This design comes from an exercise in tuning for small area, a short achievable clock period and few clock cycles per item on the open sky130 flow, not from production work.
Only simulation tests tie the RTL to the original design; equivalence was not proved.
Power is estimated from default activity; no workload was simulated.

==> flow/design.v <==
`timescale 1ns / 1ps
module top_k_priority_queue #(
    parameter int K = 8,
    parameter int EMBEDDING_DIM = 2
) (
    input  logic                                    clk,
    input  logic                                    rst_n,
    input  logic                                    push,
    output logic                                    done,
    input  logic [31:0]                             similarity,
    input  logic [31:0]                             doc_index,
    input  logic [EMBEDDING_DIM-1:0][31:0]          vector,
    output logic [K-1:0][31:0]                      topk_similarities,
    output logic [K-1:0][31:0]                      topk_indices,
    output logic [K-1:0][EMBEDDING_DIM-1:0][31:0]   topk_vectors
);
    localparam int W = 64 + 32 * EMBEDDING_DIM;    
    logic [W-1:0] entry [K];
    logic [W-1:0] item;
    logic [K-1:0] above;        
    assign item  = {vector, doc_index, similarity};
    always_ff @(posedge clk or negedge rst_n) begin
        if (!rst_n) done <= 1'b0;
        else if (push) done <= 1'b1;
    end
    for (genvar i = 0; i < K; i++) begin : g_entry
        logic [W-1:0] nxt;
        logic         sel_prev, sel_new, sel_hold;
        topk_gt32 u_cmp (.a(similarity), .b(entry[i][31:0]), .gt(above[i]));
        assign sel_hold = !(push && above[i]);
        if (i == 0) begin : g_first
            assign sel_new = push && above[i];
            topk_sel2 #(.W(W)) u_sel (
                .sel_a(sel_new),  .a(item),
                .sel_b(sel_hold), .b(entry[i]),
                .y(nxt)
            );
        end else begin : g_rest
            assign sel_prev = push && above[i-1];
            assign sel_new  = push && above[i] && !above[i-1];
            topk_sel3 #(.W(W)) u_sel (
                .sel_a(sel_prev), .a(entry[i-1]),
                .sel_b(sel_new),  .b(item),
                .sel_c(sel_hold), .c(entry[i]),
                .y(nxt)
            );
        end
        always_ff @(posedge clk or negedge rst_n) begin
            if (!rst_n) entry[i] <= '0;
            else        entry[i] <= nxt;
        end
        assign topk_similarities[i] = entry[i][31:0];
        assign topk_indices[i]      = entry[i][63:32];
        assign topk_vectors[i]      = entry[i][W-1:64];
    end
endmodule
module topk_sel3 #(
    parameter int W = 128
) (
    input  logic         sel_a,
    input  logic [W-1:0] a,
    input  logic         sel_b,
    input  logic [W-1:0] b,
    input  logic         sel_c,
    input  logic [W-1:0] c,
    output logic [W-1:0] y
);
    logic [W-1:0] ab_n, c_n;
    topk_aoi22 #(.W(W)) u_ab (.s0(sel_a), .d0(a), .s1(sel_b), .d1(b), .y_n(ab_n));
    topk_nand2 #(.W(W)) u_c  (.a({W{sel_c}}), .b(c), .y_n(c_n));
    topk_nand2 #(.W(W)) u_y  (.a(ab_n), .b(c_n), .y_n(y));
endmodule
module topk_aoi22 #(
    parameter int W = 128
) (
    input  logic         s0,
    input  logic [W-1:0] d0,
    input  logic         s1,
    input  logic [W-1:0] d1,
    output logic [W-1:0] y_n
);
    assign y_n = ~(({W{s0}} & d0) | ({W{s1}} & d1));
endmodule
module topk_nand2 #(
    parameter int W = 128
) (
    input  logic [W-1:0] a,
    input  logic [W-1:0] b,
    output logic [W-1:0] y_n
);
    assign y_n = ~(a & b);
endmodule
module topk_sel2 #(
    parameter int W = 128
) (
    input  logic         sel_a,
    input  logic [W-1:0] a,
    input  logic         sel_b,
    input  logic [W-1:0] b,
    output logic [W-1:0] y
);
    assign y = ({W{sel_a}} & a) | ({W{sel_b}} & b);
endmodule
module topk_gt32 (
    input  logic [31:0] a,
    input  logic [31:0] b,
    output logic        gt
);
    logic [31:0] b_n;
    logic [31:0] g0_n, e0_n;
    logic [15:0] g1, e1;
    logic [7:0]  g2_n, e2_n;
    logic [3:0]  g3, e3;
    logic [1:0]  g4_n, e4_n;
    assign b_n = ~b;
    topk_cmp_leaf_g u_l0_lsb (.a(a[0]), .b_n(b_n[0]), .g_n(g0_n[0]));
    assign e0_n[0] = 1'b0;
    for (genvar j = 1; j < 32; j++) begin : g_l0
        topk_cmp_leaf u (.a(a[j]), .b_n(b_n[j]), .g_n(g0_n[j]), .e_n(e0_n[j]));
    end
    topk_cmp_oai_g u_l1_lsb (.g_hi_n(g0_n[1]), .e_hi_n(e0_n[1]), .g_lo_n(g0_n[0]), .g(g1[0]));
    assign e1[0] = 1'b0;
    for (genvar j = 1; j < 16; j++) begin : g_l1
        topk_cmp_oai u (.g_hi_n(g0_n[2*j+1]), .e_hi_n(e0_n[2*j+1]),
                        .g_lo_n(g0_n[2*j]), .e_lo_n(e0_n[2*j]), .g(g1[j]), .e(e1[j]));
    end
    topk_cmp_aoi_g u_l2_lsb (.g_hi(g1[1]), .e_hi(e1[1]), .g_lo(g1[0]), .g_n(g2_n[0]));
    assign e2_n[0] = 1'b0;
    for (genvar j = 1; j < 8; j++) begin : g_l2
        topk_cmp_aoi u (.g_hi(g1[2*j+1]), .e_hi(e1[2*j+1]), .g_lo(g1[2*j]), .e_lo(e1[2*j]),
                        .g_n(g2_n[j]), .e_n(e2_n[j]));
    end
    topk_cmp_oai_g u_l3_lsb (.g_hi_n(g2_n[1]), .e_hi_n(e2_n[1]), .g_lo_n(g2_n[0]), .g(g3[0]));
    assign e3[0] = 1'b0;
    for (genvar j = 1; j < 4; j++) begin : g_l3
        topk_cmp_oai u (.g_hi_n(g2_n[2*j+1]), .e_hi_n(e2_n[2*j+1]),
                        .g_lo_n(g2_n[2*j]), .e_lo_n(e2_n[2*j]), .g(g3[j]), .e(e3[j]));
    end
    topk_cmp_aoi_g u_l4_lsb (.g_hi(g3[1]), .e_hi(e3[1]), .g_lo(g3[0]), .g_n(g4_n[0]));
    assign e4_n[0] = 1'b0;
    topk_cmp_aoi u_l4_msb (.g_hi(g3[3]), .e_hi(e3[3]), .g_lo(g3[2]), .e_lo(e3[2]),
                           .g_n(g4_n[1]), .e_n(e4_n[1]));
    assign gt = !(g4_n[1] && (e4_n[1] || g4_n[0]));
endmodule
module topk_cmp_leaf (
    input  logic a,
    input  logic b_n,
    output logic g_n,
    output logic e_n
);
    assign g_n = !(a && b_n);
    assign e_n = !(a || b_n);
endmodule
module topk_cmp_leaf_g (
    input  logic a,
    input  logic b_n,
    output logic g_n
);
    assign g_n = !(a && b_n);
endmodule
module topk_cmp_aoi_g (
    input  logic g_hi,
    input  logic e_hi,
    input  logic g_lo,
    output logic g_n
);
    assign g_n = !(g_hi || (e_hi && g_lo));
endmodule
module topk_cmp_oai_g (
    input  logic g_hi_n,
    input  logic e_hi_n,
    input  logic g_lo_n,
    output logic g
);
    assign g = !(g_hi_n && (e_hi_n || g_lo_n));
endmodule
module topk_cmp_aoi (
    input  logic g_hi,
    input  logic e_hi,
    input  logic g_lo,
    input  logic e_lo,
    output logic g_n,
    output logic e_n
);
    assign g_n = !(g_hi || (e_hi && g_lo));
    assign e_n = !(g_hi || (e_hi && e_lo));
endmodule
module topk_cmp_oai (
    input  logic g_hi_n,
    input  logic e_hi_n,
    input  logic g_lo_n,
    input  logic e_lo_n,
    output logic g,
    output logic e
);
    assign g = !(g_hi_n && (e_hi_n || g_lo_n));
    assign e = !(g_hi_n && (e_hi_n || e_lo_n));
endmodule
export LEC_CHECK = 0
export CAP_MARGIN = 40
export CORE_AREA = 5 5 355 355
export CTS_CLUSTER_DIAMETER = 70
export CTS_CLUSTER_SIZE = 40
export DIE_AREA = 0 0 360 360
export PLACE_DENSITY = 0.55
export SETUP_SLACK_MARGIN = 3.9
export SLEW_MARGIN = 50
export SYNTH_HIERARCHICAL = 1
create_clock -name core_clock -period 7.0 [get_ports {clk}]
standard.sh (not shown) runs the stock make flow with config.mk's settings and CLKGATE_MAP_FILE= SYNTH_SCRIPT=/design/flow/synth_recipe.tcl, a recipe that flattens the netlist after the stock synthesis.
==> flow/flow/run.sh <==
#!/bin/bash
export BUFFER_PORTS_ARGS="-buffer_cell sky130_fd_sc_hd__buf_1"
bash standard.sh > standard.log 2>&1
Testbench counts at the start, summed over its fixed seeds: cycles 24,008, items 24,000.
Edit:
--- a/flow/design.v
+++ b/flow/design.v
@@ -24,27 +24,30 @@
         else if (push) done <= 1'b1;
     end
     for (genvar i = 0; i < K; i++) begin : g_entry
         logic [W-1:0] nxt;
-        logic         sel_prev, sel_new, sel_hold;
         topk_gt32 u_cmp (.a(similarity), .b(entry[i][31:0]), .gt(above[i]));
-        assign sel_hold = !(push && above[i]);
-        if (i == 0) begin : g_first
-            assign sel_new = push && above[i];
-            topk_sel2 #(.W(W)) u_sel (
-                .sel_a(sel_new),  .a(item),
-                .sel_b(sel_hold), .b(entry[i]),
-                .y(nxt)
-            );
-        end else begin : g_rest
-            assign sel_prev = push && above[i-1];
-            assign sel_new  = push && above[i] && !above[i-1];
-            topk_sel3 #(.W(W)) u_sel (
-                .sel_a(sel_prev), .a(entry[i-1]),
-                .sel_b(sel_new),  .b(item),
-                .sel_c(sel_hold), .c(entry[i]),
-                .y(nxt)
-            );
+        for (genvar h = 0; h < 8; h++) begin : g_part
+            localparam int L = h * (W / 8);
+            logic sel_prev, sel_new, sel_hold;
+            if (i == 0) begin : g_first
+                topk_selgen u_gen (.push(push), .above(above[i]), .above_prev(1'b0),
+                                   .sel_prev(sel_prev), .sel_new(sel_new), .sel_hold(sel_hold));
+                topk_sel2 #(.W(W/8)) u_sel (
+                    .sel_a(sel_new),  .a(item[L +: W/8]),
+                    .sel_b(sel_hold), .b(entry[i][L +: W/8]),
+                    .y(nxt[L +: W/8])
+                );
+            end else begin : g_rest
+                topk_selgen u_gen (.push(push), .above(above[i]), .above_prev(above[i-1]),
+                                   .sel_prev(sel_prev), .sel_new(sel_new), .sel_hold(sel_hold));
+                topk_sel3 #(.W(W/8)) u_sel (
+                    .sel_a(sel_prev), .a(entry[i-1][L +: W/8]),
+                    .sel_b(sel_new),  .b(item[L +: W/8]),
+                    .sel_c(sel_hold), .c(entry[i][L +: W/8]),
+                    .y(nxt[L +: W/8])
+                );
+            end
         end
         always_ff @(posedge clk or negedge rst_n) begin
             if (!rst_n) entry[i] <= '0;
             else        entry[i] <= nxt;
@@ -52,8 +55,20 @@
         assign topk_similarities[i] = entry[i][31:0];
         assign topk_indices[i]      = entry[i][63:32];
         assign topk_vectors[i]      = entry[i][W-1:64];
     end
+endmodule
+module topk_selgen (
+    input  logic push,
+    input  logic above,
+    input  logic above_prev,
+    output logic sel_prev,
+    output logic sel_new,
+    output logic sel_hold
+);
+    assign sel_prev = push && above_prev;
+    assign sel_new  = push && above && !above_prev;
+    assign sel_hold = !(push && above);
 endmodule
 module topk_sel3 #(
     parameter int W = 128
 ) (
=> The changed run went through all stages and came out clean. Wire length is lower by 10%. Non-clock buffer count went down by 73. Via count came out lower by 2.0%. Sequential power fell by 2.7%. Power is lower by 5.1%. Die area is unchanged. Combinational power came out lower by 18%. Worst setup slack got worse by 0.023 ns. Synthesized area grows by 7.4%. Hold slack barely changes. Fmax falls by 0.72%. Synthesized cell count increases by 3.6%. Global-route usage shrinks by 1.8 points.
Testbench counts after the change, summed over its fixed seeds: cycles 24,008, items 24,000.

-- separate check: timing with driven ports --
The results above use ideal ports. As a check the final layouts listed here were re-extracted and re-timed, cells and wires unchanged.
Step 1 sets driving cells, clkbuf_16 on the clock port and buf_2 on the other inputs (assumed; they add their load-dependent delay and slew).
Step 2 also shifts input and output timing later by t, the mid clock arrival at the registers, as if the neighbouring blocks saw the same clock.
Slacks: ideal ports / drivers / drivers and shift; pairs: ideal ports / drivers.
run	t (ns)	setup slack, ns	worst data-port slew with drivers (ns)
the first run	0.759	3.883 / 3.830 / 3.167	0.22
the second run	0.756	3.860 / 3.871 / 3.115	0.19
After both steps every run listed still meets setup and hold. For the second run, which loses most, drivers alone change the setup slack by +0.011 ns; drivers and shift together by -0.745 ns.
